What follows belongs to an exercise in optimizing a design on an open flow for small area; a production flow would make more cautious choices. Where RTL was checked, it was by simulation tests only, not by an equivalence proof against the original. No activity file was given, so power comes from the tool's default toggle rates.

==> inputs of 12-24 <==
==> flow/design.v (excerpt) <==
module rgb565_to_ycbcr422
(
    input   wire                    sys_clk         ,
    input   wire                    sys_rst_n       ,
    input   wire    [15:0]          rgb_data        ,
    output  reg     signed  [7:0]   img_out         ,
    output  wire    [1:0]           state           ,
    output  wire                    start_en
);
clock: 5.0 ns
lec_check: 0
cap_margin: 20
core_margin: 2
core_utilization: 40
slew_margin: 20
synth_hierarchical: 1
run.sh (not shown) runs the stock make flow with config.mk's settings and CLKGATE_MAP_FILE= SYNTH_SCRIPT=/design/flow/synth_recipe.tcl, a recipe that flattens the netlist after the stock synthesis.
==> 01-17: changes against 12-24 <==
--- a/flow/design.v
+++ b/flow/design.v
@@ -302,16 +302,25 @@
 wire t_284;
 wire t_285;
 wire t_286;
 wire t_287;
 wire t_288;
 wire t_289;
 wire t_290;
 wire t_291;
+wire t_292;
+wire t_293;
+wire t_294;
+wire t_295;
+wire t_296;
+wire t_297;
+wire t_298;
+wire t_299;
+wire t_300;
 assign t_0 = (x_q[11] & (sel_y | sel_c1));
 assign t_1 = ((sel_y | sel_c1) & (x_q[11] ^ (sel_y | sel_c1)));
 assign t_2 = ((sel_y) & (x_q[11] ^ (sel_y)));
 assign t_3 = (x_q[11] & (sel_y));
 assign t_4 = ((sel_y | sel_c1) & (x_q[11] ^ (sel_y | sel_c1)));
 assign t_5 = (x_q[11] & (sel_y | sel_c2));
 assign t_6 = (x_q[12] & (sel_y | sel_c1));
 assign t_7 = ((sel_y | sel_c1) & (x_q[12] ^ (sel_y | sel_c1)));
@@ -494,31 +503,40 @@
 assign t_270 = t_253 | (t_252 & t_251);
 assign t_271 = t_255 | (t_254 & t_270);
 assign t_272 = t_257 | (t_256 & t_271);
 assign t_273 = t_259 | (t_258 & t_272);
 assign t_274 = t_129 & t_273;
 assign t_275 = t_261 | (t_260 & t_274);
 assign t_276 = t_153 & t_275;
 assign t_277 = t_169 & t_276;
-assign t_278 = t_187 & t_277;
-assign t_279 = t_263 | (t_262 & t_278);
-assign t_280 = t_265 | (t_264 & t_279);
-assign t_281 = t_267 | (t_266 & t_280);
-assign t_282 = t_239 & t_281;
-assign t_283 = t_247 & t_282;
-assign t_284 = t_169 ^ t_276;
-assign t_285 = t_187 ^ t_277;
-assign t_286 = t_262 ^ t_278;
-assign t_287 = t_264 ^ t_279;
-assign t_288 = t_266 ^ t_280;
-assign t_289 = t_239 ^ t_281;
-assign t_290 = t_247 ^ t_282;
-assign t_291 = t_268 ^ t_283;
-assign f_top = {t_291, t_290, t_289, t_288, t_287, t_286, t_285, t_284};
+assign t_278 = t_262 & t_187;
+assign t_279 = t_267 | (t_266 & t_265);
+assign t_280 = t_266 & t_264;
+assign t_281 = t_247 & t_239;
+assign t_282 = t_187 & t_277;
+assign t_283 = t_263 | (t_278 & t_277);
+assign t_284 = t_239 & t_279;
+assign t_285 = t_239 & t_280;
+assign t_286 = t_281 & t_279;
+assign t_287 = t_281 & t_280;
+assign t_288 = t_265 | (t_264 & t_283);
+assign t_289 = t_279 | (t_280 & t_283);
+assign t_290 = t_284 | (t_285 & t_283);
+assign t_291 = t_286 | (t_287 & t_283);
+assign t_292 = t_269 | (t_268 & t_291);
+assign t_293 = t_169 ^ t_276;
+assign t_294 = t_187 ^ t_277;
+assign t_295 = t_262 ^ t_282;
+assign t_296 = t_264 ^ t_283;
+assign t_297 = t_266 ^ t_288;
+assign t_298 = t_239 ^ t_289;
+assign t_299 = t_247 ^ t_290;
+assign t_300 = t_268 ^ t_291;
+assign f_top = {t_300, t_299, t_298, t_297, t_296, t_295, t_294, t_293};
 always @(posedge sys_clk) begin
     if (k != 2'd2)
         x_q <= rgb_data;
     a_q <= f_top;
 end
 always @(posedge sys_clk or negedge sys_rst_n)
     if (!sys_rst_n) begin
         k   <= 2'd0;
==> flow/flow/run.sh (new file) <==
#!/bin/bash
# Standard layout, but the port buffers are the smallest buffer cell.
set -euo pipefail
export BUFFER_PORTS_ARGS="-buffer_cell sky130_fd_sc_hd__buf_1"
bash standard.sh > standard_flow.log 2>&1
==> flow/standard.sh (new file) <==
#!/bin/bash
# synth_recipe.tcl (not shown) runs the flow's synth.tcl, then flattens the netlist and writes it again
# the make line also repeats each setting of config.mk as NAME=value (left out here)
make -C /OpenROAD-flow-scripts/flow DESIGN_CONFIG=/design/flow/config.mk WORK_HOME=/design/flow/orfs CLKGATE_MAP_FILE= SYNTH_SCRIPT=/design/flow/synth_recipe.tcl "${@:-finish}"
removed: flow/run.sh
==> flow_summary.yaml <==
run_status:
  outcome: "finished clean"
timing:
  final.period_utilization_pct: 96.6
finish:
  final_cell_mix: "74 x sky130_fd_sc_hd__fa_1, 34 x sky130_fd_sc_hd__nor2_1, 28 x sky130_fd_sc_hd__buf_1, 26 x sky130_fd_sc_hd__ha_1"
  postLayoutCoreUtil_pct: 47.6
critical_path:
  timing.critical_path.mode_cell: "sky130_fd_sc_hd__fa_1"
  cp.required_ns: 5.22
grt:
  groute.usage.overall_pct: 15.7
power:
  seq_power_share_pct: 25.5
  power_frac_comb_pct: 58.9
clock_tree:
  cts_resized: 2
That was 01-17.
==> flow_summary.yaml <==
critical_path:
  timing.critical_path.mode_cell: "sky130_fd_sc_hd__ha_4"
  cp.required_ns: 5.18
run_status:
  outcome: "complete, but fails checks"
  check.faults: "negative setup slack"
finish:
  final_cell_mix: "69 x sky130_fd_sc_hd__fa_1, 51 x sky130_fd_sc_hd__buf_4, 30 x sky130_fd_sc_hd__nor2_1, 28 x sky130_fd_sc_hd__clkdlybuf4s50_1, 24 x sky130_fd_sc_hd__ha_1"
power:
  seq_power_share_pct: 26.5
grt:
  groute.usage.overall_pct: 18.2
timing:
  fin_ws_ns: -0.616
  final_setup_vio_count: 4
  final.period_utilization_pct: 112
That was 12-24.
The RTL of 12-24 was laid out without a check of its function.

========
==> sierra: inputs <==
Another version of the RTL of rgb565_to_ycbcr422 (not shown whole).
Settings: LEC_CHECK=0, CAP_MARGIN=20, CORE_MARGIN=2, CORE_UTILIZATION=40, SLEW_MARGIN=20, SYNTH_HIERARCHICAL=1; clock period 5.0 ns.
standard.sh (not shown) runs the stock make flow with config.mk's settings and CLKGATE_MAP_FILE= SYNTH_SCRIPT=/design/flow/synth_recipe.tcl, a recipe that flattens the netlist after the stock synthesis.
==> flow/flow/run.sh <==
#!/bin/bash
# Standard layout, with the smallest buffer cell on the ports and a clock
# tree without dummy balancing loads.
set -euo pipefail
export BUFFER_PORTS_ARGS="-buffer_cell sky130_fd_sc_hd__buf_1"
export CTS_ARGS="-sink_clustering_enable -repair_clock_nets -dont_use_dummy_load -buf_list sky130_fd_sc_hd__clkbuf_4 -root_buf sky130_fd_sc_hd__clkbuf_4"
bash standard.sh > standard_flow.log 2>&1
==> willow: changes against sierra <==
--- a/flow/design.v
+++ b/flow/design.v
@@ -7,17 +7,17 @@
     output  wire    [1:0]           state           ,
     output  wire                    start_en
 );
 reg     [1:0]   k       ;
 reg             run     ;    
 reg     [15:0]  x_q     ;
 reg     [7:0]   a_q     ;
-reg             sel_c1  ;    
-reg             sel_c2  ;    
 wire            sel_y   = ~k[1];
+wire            sel_c1  = k[1] & ~k[0];
+wire            sel_c2  = k[1] & k[0];
 wire    [7:0]   f_top   ;
 wire t_0;
 wire t_1;
 wire t_2;
 wire t_3;
 wire t_4;
 wire t_5;
@@ -292,94 +292,94 @@
 wire t_274;
 wire t_275;
 wire t_276;
 wire t_277;
 wire t_278;
 wire t_279;
 wire t_280;
-assign t_0 = (x_q[11] & ~sel_c2);
+assign t_0 = (x_q[11] & (sel_y | sel_c1));
 assign t_1 = (x_q[11] ? (sel_y) : (sel_c1));
 assign t_2 = (x_q[11] & (sel_y));
 assign t_3 = (x_q[11] & (sel_y));
-assign t_4 = (x_q[11] ? 1'b0 : ~sel_c2);
-assign t_5 = (x_q[11] & ~sel_c1);
-assign t_6 = (x_q[12] & ~sel_c2);
-assign t_7 = (x_q[12] ? 1'b0 : ~sel_c2);
+assign t_4 = (x_q[11] ? 1'b0 : (sel_y | sel_c1));
+assign t_5 = (x_q[11] & (sel_y | sel_c2));
+assign t_6 = (x_q[12] & (sel_y | sel_c1));
+assign t_7 = (x_q[12] ? 1'b0 : (sel_y | sel_c1));
 assign t_8 = (x_q[12] ? 1'b0 : (sel_y));
 assign t_9 = (x_q[12] & (sel_y));
-assign t_10 = (x_q[12] & ~sel_c2);
+assign t_10 = (x_q[12] & (sel_y | sel_c1));
 assign t_11 = (x_q[12] ? (sel_c2) : (sel_c1));
-assign t_12 = (x_q[13] & ~sel_c2);
-assign t_13 = (x_q[13] ? 1'b0 : ~sel_c2);
+assign t_12 = (x_q[13] & (sel_y | sel_c1));
+assign t_13 = (x_q[13] ? 1'b0 : (sel_y | sel_c1));
 assign t_14 = (x_q[13] ? 1'b0 : (sel_y));
 assign t_15 = (x_q[13] & (sel_y));
 assign t_16 = (x_q[13] ? (sel_y) : (sel_c1));
 assign t_17 = (x_q[13] & (sel_c2));
-assign t_18 = (x_q[14] & ~sel_c2);
+assign t_18 = (x_q[14] & (sel_y | sel_c1));
 assign t_19 = (x_q[14] ? (sel_c1) : (sel_y));
-assign t_20 = (x_q[14] ? 1'b0 : ~sel_c2);
-assign t_21 = (x_q[14] ? 1'b0 : ~sel_c2);
-assign t_22 = (x_q[14] & ~sel_c1);
-assign t_23 = (x_q[15] & ~sel_c2);
+assign t_20 = (x_q[14] ? 1'b0 : (sel_y | sel_c1));
+assign t_21 = (x_q[14] ? 1'b0 : (sel_y | sel_c1));
+assign t_22 = (x_q[14] & (sel_y | sel_c2));
+assign t_23 = (x_q[15] & (sel_y | sel_c1));
 assign t_24 = (x_q[15] ? (sel_c1) : (sel_y));
-assign t_25 = (x_q[15] & ~sel_c2);
-assign t_26 = (x_q[15] ? 1'b0 : ~sel_c2);
-assign t_27 = (x_q[15] & ~sel_c1);
+assign t_25 = (x_q[15] & (sel_y | sel_c1));
+assign t_26 = (x_q[15] ? 1'b0 : (sel_y | sel_c1));
+assign t_27 = (x_q[15] & (sel_y | sel_c2));
 assign t_28 = (x_q[5] ? (sel_c1) : (sel_c2));
-assign t_29 = (x_q[5] ? ~sel_c2 : (sel_c2));
-assign t_30 = (x_q[5] ? (sel_c1) : ~sel_c1);
-assign t_31 = (x_q[5] ? (sel_c1) : ~sel_c1);
+assign t_29 = (x_q[5] ? (sel_y | sel_c1) : (sel_c2));
+assign t_30 = (x_q[5] ? (sel_c1) : (sel_y | sel_c2));
+assign t_31 = (x_q[5] ? (sel_c1) : (sel_y | sel_c2));
 assign t_32 = (x_q[5] & (sel_c1));
 assign t_33 = (x_q[5] & (sel_y));
-assign t_34 = (x_q[5] ? (sel_y) : k[1]);
+assign t_34 = (x_q[5] ? (sel_y) : (sel_c1 | sel_c2));
 assign t_35 = (x_q[6] ? (sel_c1) : (sel_c2));
-assign t_36 = (x_q[6] ? (sel_c2) : ~sel_c2);
+assign t_36 = (x_q[6] ? (sel_c2) : (sel_y | sel_c1));
 assign t_37 = (x_q[6] ? (sel_c1) : (sel_c2));
-assign t_38 = (x_q[6] ? (sel_c1) : ~sel_c1);
+assign t_38 = (x_q[6] ? (sel_c1) : (sel_y | sel_c2));
 assign t_39 = (x_q[6] & (sel_c1));
 assign t_40 = (x_q[6] & (sel_y));
-assign t_41 = (x_q[6] ? (sel_y) : k[1]);
+assign t_41 = (x_q[6] ? (sel_y) : (sel_c1 | sel_c2));
 assign t_42 = (x_q[7] ? (sel_c1) : (sel_c2));
-assign t_43 = (x_q[7] ? (sel_c1) : ~sel_c1);
-assign t_44 = (x_q[7] ? (sel_c1) : ~sel_c1);
-assign t_45 = (x_q[7] ? (sel_y) : k[1]);
+assign t_43 = (x_q[7] ? (sel_c1) : (sel_y | sel_c2));
+assign t_44 = (x_q[7] ? (sel_c1) : (sel_y | sel_c2));
+assign t_45 = (x_q[7] ? (sel_y) : (sel_c1 | sel_c2));
 assign t_46 = (x_q[8] ? (sel_c1) : (sel_c2));
-assign t_47 = (x_q[8] ? (sel_c1) : ~sel_c1);
-assign t_48 = (x_q[8] ? (sel_c1) : ~sel_c1);
-assign t_49 = (x_q[8] ? (sel_y) : k[1]);
+assign t_47 = (x_q[8] ? (sel_c1) : (sel_y | sel_c2));
+assign t_48 = (x_q[8] ? (sel_c1) : (sel_y | sel_c2));
+assign t_49 = (x_q[8] ? (sel_y) : (sel_c1 | sel_c2));
 assign t_50 = (x_q[9] ? (sel_c2) : (sel_c1));
 assign t_51 = (x_q[9] ? 1'b0 : (sel_y));
 assign t_52 = (x_q[9] ? (sel_c1) : (sel_c2));
-assign t_53 = (x_q[9] ? (sel_c1) : ~sel_c1);
-assign t_54 = (x_q[9] ? (sel_y) : k[1]);
+assign t_53 = (x_q[9] ? (sel_c1) : (sel_y | sel_c2));
+assign t_54 = (x_q[9] ? (sel_y) : (sel_c1 | sel_c2));
 assign t_55 = (x_q[10] ? (sel_c1) : (sel_c2));
-assign t_56 = (x_q[10] ? (sel_c1) : ~sel_c1);
-assign t_57 = (x_q[10] ? (sel_c1) : ~sel_c1);
-assign t_58 = (x_q[10] ? (sel_y) : k[1]);
+assign t_56 = (x_q[10] ? (sel_c1) : (sel_y | sel_c2));
+assign t_57 = (x_q[10] ? (sel_c1) : (sel_y | sel_c2));
+assign t_58 = (x_q[10] ? (sel_y) : (sel_c1 | sel_c2));
 assign t_59 = (x_q[0] ? (sel_y) : (sel_c2));
-assign t_60 = (x_q[0] & ~sel_c1);
+assign t_60 = (x_q[0] & (sel_y | sel_c2));
 assign t_61 = (x_q[0] ? 1'b0 : (sel_c2));
-assign t_62 = (x_q[0] ? 1'b0 : k[1]);
-assign t_63 = (x_q[0] & ~sel_c2);
+assign t_62 = (x_q[0] ? 1'b0 : (sel_c1 | sel_c2));
+assign t_63 = (x_q[0] & (sel_y | sel_c1));
 assign t_64 = (x_q[0] & (sel_c1));
 assign t_65 = (x_q[1] ? (sel_y) : (sel_c2));
-assign t_66 = (x_q[1] & ~sel_c1);
+assign t_66 = (x_q[1] & (sel_y | sel_c2));
 assign t_67 = (x_q[1] ? 1'b0 : (sel_c2));
-assign t_68 = (x_q[1] ? 1'b0 : k[1]);
-assign t_69 = (x_q[1] & ~sel_c2);
+assign t_68 = (x_q[1] ? 1'b0 : (sel_c1 | sel_c2));
+assign t_69 = (x_q[1] & (sel_y | sel_c1));
 assign t_70 = (x_q[1] & (sel_c1));
 assign t_71 = (x_q[2] ? (sel_y) : (sel_c2));
-assign t_72 = (x_q[2] & ~sel_c1);
+assign t_72 = (x_q[2] & (sel_y | sel_c2));
 assign t_73 = (x_q[2] ? 1'b0 : (sel_c2));
 assign t_74 = (x_q[2] ? (sel_c2) : (sel_c1));
-assign t_75 = (x_q[2] ? (sel_c1) : ~sel_c1);
+assign t_75 = (x_q[2] ? (sel_c1) : (sel_y | sel_c2));
 assign t_76 = (x_q[2] & (sel_y));
 assign t_77 = (x_q[2] & (sel_c1));
 assign t_78 = (x_q[3] ? (sel_y) : (sel_c2));
-assign t_79 = (x_q[3] ? 1'b0 : ~sel_c1);
+assign t_79 = (x_q[3] ? 1'b0 : (sel_y | sel_c2));
 assign t_80 = (x_q[3] ? 1'b0 : (sel_c2));
 assign t_81 = (x_q[3] & (sel_y));
 assign t_82 = (x_q[3] & (sel_c1));
 assign t_83 = (x_q[4] ? (sel_y) : (sel_c2));
 assign t_84 = (x_q[4] ? (sel_y) : (sel_c2));
 assign t_85 = (x_q[4] & (sel_y));
 assign t_86 = (x_q[4] ? (sel_y) : (sel_c2));
@@ -497,35 +497,31 @@
 assign t_276 = t_242 ^ t_263;
 assign t_277 = t_244 ^ t_268;
 assign t_278 = t_246 ^ t_269;
 assign t_279 = t_248 ^ t_270;
 assign t_280 = t_229 ^ t_271;
 assign f_top = {t_280, t_279, t_278, t_277, t_276, t_275, t_274, t_273};
 always @(posedge sys_clk) begin
-    if (!sel_c1)
+    if (k != 2'd2)
         x_q <= rgb_data;
     a_q <= f_top;
 end
 always @(posedge sys_clk or negedge sys_rst_n)
     if (!sys_rst_n) begin
-        k      <= 2'd0;
-        run    <= 1'b0;
-        sel_c1 <= 1'b0;
-        sel_c2 <= 1'b0;
+        k   <= 2'd0;
+        run <= 1'b0;
     end else begin
-        k      <= k + 2'd1;
-        run    <= run | (k == 2'd2);
-        sel_c1 <= k == 2'd1;
-        sel_c2 <= k == 2'd2;
+        k   <= k + 2'd1;
+        run <= run | (k == 2'd2);
     end
 always @(posedge sys_clk or negedge sys_rst_n)
     if (!sys_rst_n)
         img_out <= 8'd0;
     else
-        img_out <= a_q & {8{run | sel_c1}};
+        img_out <= a_q & {8{run | (k == 2'd2)}};
 assign start_en = run;
 assign state    = {run & (k[1] ^ k[0]), run & ~k[0]};
 endmodule
 module csa_fa (input wire a, input wire b, input wire c, output wire s, output wire co);
 assign s  = a ^ b ^ c;
 assign co = (a & b) | (a & c) | (b & c);
 endmodule
- CORE_UTILIZATION: 40 -> 50
==> garnet: changes against sierra <==
--- a/flow/design.v
+++ b/flow/design.v
@@ -7,17 +7,17 @@
     output  wire    [1:0]           state           ,
     output  wire                    start_en
 );
 reg     [1:0]   k       ;
 reg             run     ;    
 reg     [15:0]  x_q     ;
 reg     [7:0]   a_q     ;
-reg             sel_c1  ;    
-reg             sel_c2  ;    
 wire            sel_y   = ~k[1];
+wire            sel_c1  = k[1] & ~k[0];
+wire            sel_c2  = k[1] & k[0];
 wire    [7:0]   f_top   ;
 wire t_0;
 wire t_1;
 wire t_2;
 wire t_3;
 wire t_4;
 wire t_5;
@@ -292,94 +292,94 @@
 wire t_274;
 wire t_275;
 wire t_276;
 wire t_277;
 wire t_278;
 wire t_279;
 wire t_280;
-assign t_0 = (x_q[11] & ~sel_c2);
+assign t_0 = (x_q[11] & (sel_y | sel_c1));
 assign t_1 = (x_q[11] ? (sel_y) : (sel_c1));
 assign t_2 = (x_q[11] & (sel_y));
 assign t_3 = (x_q[11] & (sel_y));
-assign t_4 = (x_q[11] ? 1'b0 : ~sel_c2);
-assign t_5 = (x_q[11] & ~sel_c1);
-assign t_6 = (x_q[12] & ~sel_c2);
-assign t_7 = (x_q[12] ? 1'b0 : ~sel_c2);
+assign t_4 = (x_q[11] ? 1'b0 : (sel_y | sel_c1));
+assign t_5 = (x_q[11] & (sel_y | sel_c2));
+assign t_6 = (x_q[12] & (sel_y | sel_c1));
+assign t_7 = (x_q[12] ? 1'b0 : (sel_y | sel_c1));
 assign t_8 = (x_q[12] ? 1'b0 : (sel_y));
 assign t_9 = (x_q[12] & (sel_y));
-assign t_10 = (x_q[12] & ~sel_c2);
+assign t_10 = (x_q[12] & (sel_y | sel_c1));
 assign t_11 = (x_q[12] ? (sel_c2) : (sel_c1));
-assign t_12 = (x_q[13] & ~sel_c2);
-assign t_13 = (x_q[13] ? 1'b0 : ~sel_c2);
+assign t_12 = (x_q[13] & (sel_y | sel_c1));
+assign t_13 = (x_q[13] ? 1'b0 : (sel_y | sel_c1));
 assign t_14 = (x_q[13] ? 1'b0 : (sel_y));
 assign t_15 = (x_q[13] & (sel_y));
 assign t_16 = (x_q[13] ? (sel_y) : (sel_c1));
 assign t_17 = (x_q[13] & (sel_c2));
-assign t_18 = (x_q[14] & ~sel_c2);
+assign t_18 = (x_q[14] & (sel_y | sel_c1));
 assign t_19 = (x_q[14] ? (sel_c1) : (sel_y));
-assign t_20 = (x_q[14] ? 1'b0 : ~sel_c2);
-assign t_21 = (x_q[14] ? 1'b0 : ~sel_c2);
-assign t_22 = (x_q[14] & ~sel_c1);
-assign t_23 = (x_q[15] & ~sel_c2);
+assign t_20 = (x_q[14] ? 1'b0 : (sel_y | sel_c1));
+assign t_21 = (x_q[14] ? 1'b0 : (sel_y | sel_c1));
+assign t_22 = (x_q[14] & (sel_y | sel_c2));
+assign t_23 = (x_q[15] & (sel_y | sel_c1));
 assign t_24 = (x_q[15] ? (sel_c1) : (sel_y));
-assign t_25 = (x_q[15] & ~sel_c2);
-assign t_26 = (x_q[15] ? 1'b0 : ~sel_c2);
-assign t_27 = (x_q[15] & ~sel_c1);
+assign t_25 = (x_q[15] & (sel_y | sel_c1));
+assign t_26 = (x_q[15] ? 1'b0 : (sel_y | sel_c1));
+assign t_27 = (x_q[15] & (sel_y | sel_c2));
 assign t_28 = (x_q[5] ? (sel_c1) : (sel_c2));
-assign t_29 = (x_q[5] ? ~sel_c2 : (sel_c2));
-assign t_30 = (x_q[5] ? (sel_c1) : ~sel_c1);
-assign t_31 = (x_q[5] ? (sel_c1) : ~sel_c1);
+assign t_29 = (x_q[5] ? (sel_y | sel_c1) : (sel_c2));
+assign t_30 = (x_q[5] ? (sel_c1) : (sel_y | sel_c2));
+assign t_31 = (x_q[5] ? (sel_c1) : (sel_y | sel_c2));
 assign t_32 = (x_q[5] & (sel_c1));
 assign t_33 = (x_q[5] & (sel_y));
-assign t_34 = (x_q[5] ? (sel_y) : k[1]);
+assign t_34 = (x_q[5] ? (sel_y) : (sel_c1 | sel_c2));
 assign t_35 = (x_q[6] ? (sel_c1) : (sel_c2));
-assign t_36 = (x_q[6] ? (sel_c2) : ~sel_c2);
+assign t_36 = (x_q[6] ? (sel_c2) : (sel_y | sel_c1));
 assign t_37 = (x_q[6] ? (sel_c1) : (sel_c2));
-assign t_38 = (x_q[6] ? (sel_c1) : ~sel_c1);
+assign t_38 = (x_q[6] ? (sel_c1) : (sel_y | sel_c2));
 assign t_39 = (x_q[6] & (sel_c1));
 assign t_40 = (x_q[6] & (sel_y));
-assign t_41 = (x_q[6] ? (sel_y) : k[1]);
+assign t_41 = (x_q[6] ? (sel_y) : (sel_c1 | sel_c2));
 assign t_42 = (x_q[7] ? (sel_c1) : (sel_c2));
-assign t_43 = (x_q[7] ? (sel_c1) : ~sel_c1);
-assign t_44 = (x_q[7] ? (sel_c1) : ~sel_c1);
-assign t_45 = (x_q[7] ? (sel_y) : k[1]);
+assign t_43 = (x_q[7] ? (sel_c1) : (sel_y | sel_c2));
+assign t_44 = (x_q[7] ? (sel_c1) : (sel_y | sel_c2));
+assign t_45 = (x_q[7] ? (sel_y) : (sel_c1 | sel_c2));
 assign t_46 = (x_q[8] ? (sel_c1) : (sel_c2));
-assign t_47 = (x_q[8] ? (sel_c1) : ~sel_c1);
-assign t_48 = (x_q[8] ? (sel_c1) : ~sel_c1);
-assign t_49 = (x_q[8] ? (sel_y) : k[1]);
+assign t_47 = (x_q[8] ? (sel_c1) : (sel_y | sel_c2));
+assign t_48 = (x_q[8] ? (sel_c1) : (sel_y | sel_c2));
+assign t_49 = (x_q[8] ? (sel_y) : (sel_c1 | sel_c2));
 assign t_50 = (x_q[9] ? (sel_c2) : (sel_c1));
 assign t_51 = (x_q[9] ? 1'b0 : (sel_y));
 assign t_52 = (x_q[9] ? (sel_c1) : (sel_c2));
-assign t_53 = (x_q[9] ? (sel_c1) : ~sel_c1);
-assign t_54 = (x_q[9] ? (sel_y) : k[1]);
+assign t_53 = (x_q[9] ? (sel_c1) : (sel_y | sel_c2));
+assign t_54 = (x_q[9] ? (sel_y) : (sel_c1 | sel_c2));
 assign t_55 = (x_q[10] ? (sel_c1) : (sel_c2));
-assign t_56 = (x_q[10] ? (sel_c1) : ~sel_c1);
-assign t_57 = (x_q[10] ? (sel_c1) : ~sel_c1);
-assign t_58 = (x_q[10] ? (sel_y) : k[1]);
+assign t_56 = (x_q[10] ? (sel_c1) : (sel_y | sel_c2));
+assign t_57 = (x_q[10] ? (sel_c1) : (sel_y | sel_c2));
+assign t_58 = (x_q[10] ? (sel_y) : (sel_c1 | sel_c2));
 assign t_59 = (x_q[0] ? (sel_y) : (sel_c2));
-assign t_60 = (x_q[0] & ~sel_c1);
+assign t_60 = (x_q[0] & (sel_y | sel_c2));
 assign t_61 = (x_q[0] ? 1'b0 : (sel_c2));
-assign t_62 = (x_q[0] ? 1'b0 : k[1]);
-assign t_63 = (x_q[0] & ~sel_c2);
+assign t_62 = (x_q[0] ? 1'b0 : (sel_c1 | sel_c2));
+assign t_63 = (x_q[0] & (sel_y | sel_c1));
 assign t_64 = (x_q[0] & (sel_c1));
 assign t_65 = (x_q[1] ? (sel_y) : (sel_c2));
-assign t_66 = (x_q[1] & ~sel_c1);
+assign t_66 = (x_q[1] & (sel_y | sel_c2));
 assign t_67 = (x_q[1] ? 1'b0 : (sel_c2));
-assign t_68 = (x_q[1] ? 1'b0 : k[1]);
-assign t_69 = (x_q[1] & ~sel_c2);
+assign t_68 = (x_q[1] ? 1'b0 : (sel_c1 | sel_c2));
+assign t_69 = (x_q[1] & (sel_y | sel_c1));
 assign t_70 = (x_q[1] & (sel_c1));
 assign t_71 = (x_q[2] ? (sel_y) : (sel_c2));
-assign t_72 = (x_q[2] & ~sel_c1);
+assign t_72 = (x_q[2] & (sel_y | sel_c2));
 assign t_73 = (x_q[2] ? 1'b0 : (sel_c2));
 assign t_74 = (x_q[2] ? (sel_c2) : (sel_c1));
-assign t_75 = (x_q[2] ? (sel_c1) : ~sel_c1);
+assign t_75 = (x_q[2] ? (sel_c1) : (sel_y | sel_c2));
 assign t_76 = (x_q[2] & (sel_y));
 assign t_77 = (x_q[2] & (sel_c1));
 assign t_78 = (x_q[3] ? (sel_y) : (sel_c2));
-assign t_79 = (x_q[3] ? 1'b0 : ~sel_c1);
+assign t_79 = (x_q[3] ? 1'b0 : (sel_y | sel_c2));
 assign t_80 = (x_q[3] ? 1'b0 : (sel_c2));
 assign t_81 = (x_q[3] & (sel_y));
 assign t_82 = (x_q[3] & (sel_c1));
 assign t_83 = (x_q[4] ? (sel_y) : (sel_c2));
 assign t_84 = (x_q[4] ? (sel_y) : (sel_c2));
 assign t_85 = (x_q[4] & (sel_y));
 assign t_86 = (x_q[4] ? (sel_y) : (sel_c2));
@@ -497,35 +497,31 @@
 assign t_276 = t_242 ^ t_263;
 assign t_277 = t_244 ^ t_268;
 assign t_278 = t_246 ^ t_269;
 assign t_279 = t_248 ^ t_270;
 assign t_280 = t_229 ^ t_271;
 assign f_top = {t_280, t_279, t_278, t_277, t_276, t_275, t_274, t_273};
 always @(posedge sys_clk) begin
-    if (!sel_c1)
+    if (k != 2'd2)
         x_q <= rgb_data;
     a_q <= f_top;
 end
 always @(posedge sys_clk or negedge sys_rst_n)
     if (!sys_rst_n) begin
-        k      <= 2'd0;
-        run    <= 1'b0;
-        sel_c1 <= 1'b0;
-        sel_c2 <= 1'b0;
+        k   <= 2'd0;
+        run <= 1'b0;
     end else begin
-        k      <= k + 2'd1;
-        run    <= run | (k == 2'd2);
-        sel_c1 <= k == 2'd1;
-        sel_c2 <= k == 2'd2;
+        k   <= k + 2'd1;
+        run <= run | (k == 2'd2);
     end
 always @(posedge sys_clk or negedge sys_rst_n)
     if (!sys_rst_n)
         img_out <= 8'd0;
     else
-        img_out <= a_q & {8{run | sel_c1}};
+        img_out <= a_q & {8{run | (k == 2'd2)}};
 assign start_en = run;
 assign state    = {run & (k[1] ^ k[0]), run & ~k[0]};
 endmodule
 module csa_fa (input wire a, input wire b, input wire c, output wire s, output wire co);
 assign s  = a ^ b ^ c;
 assign co = (a & b) | (a & c) | (b & c);
 endmodule
- PLACE_DENSITY: unset -> 0.5
==> comparison table <==
item                                                                           willow                   sierra                   garnet
Switching Share                                                                 37.8%                    37.6%                    37.6%
Max Clock Skew                                                              0.0347 ns                0.0143 ns                0.0451 ns
Min-Delay Endpoint                                                         img_out[5]               img_out[6]               img_out[3]
Run status                                                    complete, no violations  complete, no violations  complete, no violations
Met1 Wirelength                                                               2.85 mm                  2.88 mm                  3.20 mm
Post-route cell area                                                       3650 sq um               3650 sq um               3690 sq um
Sequential share of the synthesized area                                        27.5%                    28.6%                    27.5%
Net load switching power                                                     0.471 mW                 0.470 mW                 0.465 mW
Fraction of final layout cells sized beyond drive strength 1                    11.3%                    6.60%                    9.48%
Share of the synthesized area in the top cell type                              40.8%                    40.4%                    40.8%
Worst Path Buf+Inv                                                                  2                        0                        1
Via count                                                                        2003                     1933                     1983
Wire length per cell after detailed routing                                   17.5 um                  16.8 um                  16.7 um

[static timing again, ports no longer ideal]
The results above use ideal ports. As a check the final layouts listed here were re-extracted and re-timed, cells and wires unchanged.
Step 1, drivers: a clkbuf_16 drives sys_clk and a buf_2 each remaining input, both assumed.
Step 2 times the ports against the registers' clock, not the clock port: input delays grow and output delays shrink by t, the midpoint of the rising clock arrivals with the driver on.
Three values: no drivers, after step 1, after step 2; two values: the first two.
run | t, ns | setup slack, ns | hold WS [ns] | worst data-port slew with drivers (ns)
12-24 | 0.313 | -0.616 / -0.616 / -0.616 | 0.460 / 0.460 / 0.460 | 0.03
01-17 | 0.307 | 0.168 / 0.168 / 0.168 | 0.464 / 0.464 / 0.464 | 0.03
sierra | 0.354 | 0.280 / 0.280 / 0.280 | 0.444 / 0.444 / 0.444 | 0.04
willow | 0.344 | 0.201 / 0.201 / 0.201 | 0.444 / 0.444 / 0.444 | 0.03
garnet | 0.346 | 0.282 / 0.282 / 0.282 | 0.427 / 0.427 / 0.427 | 0.04
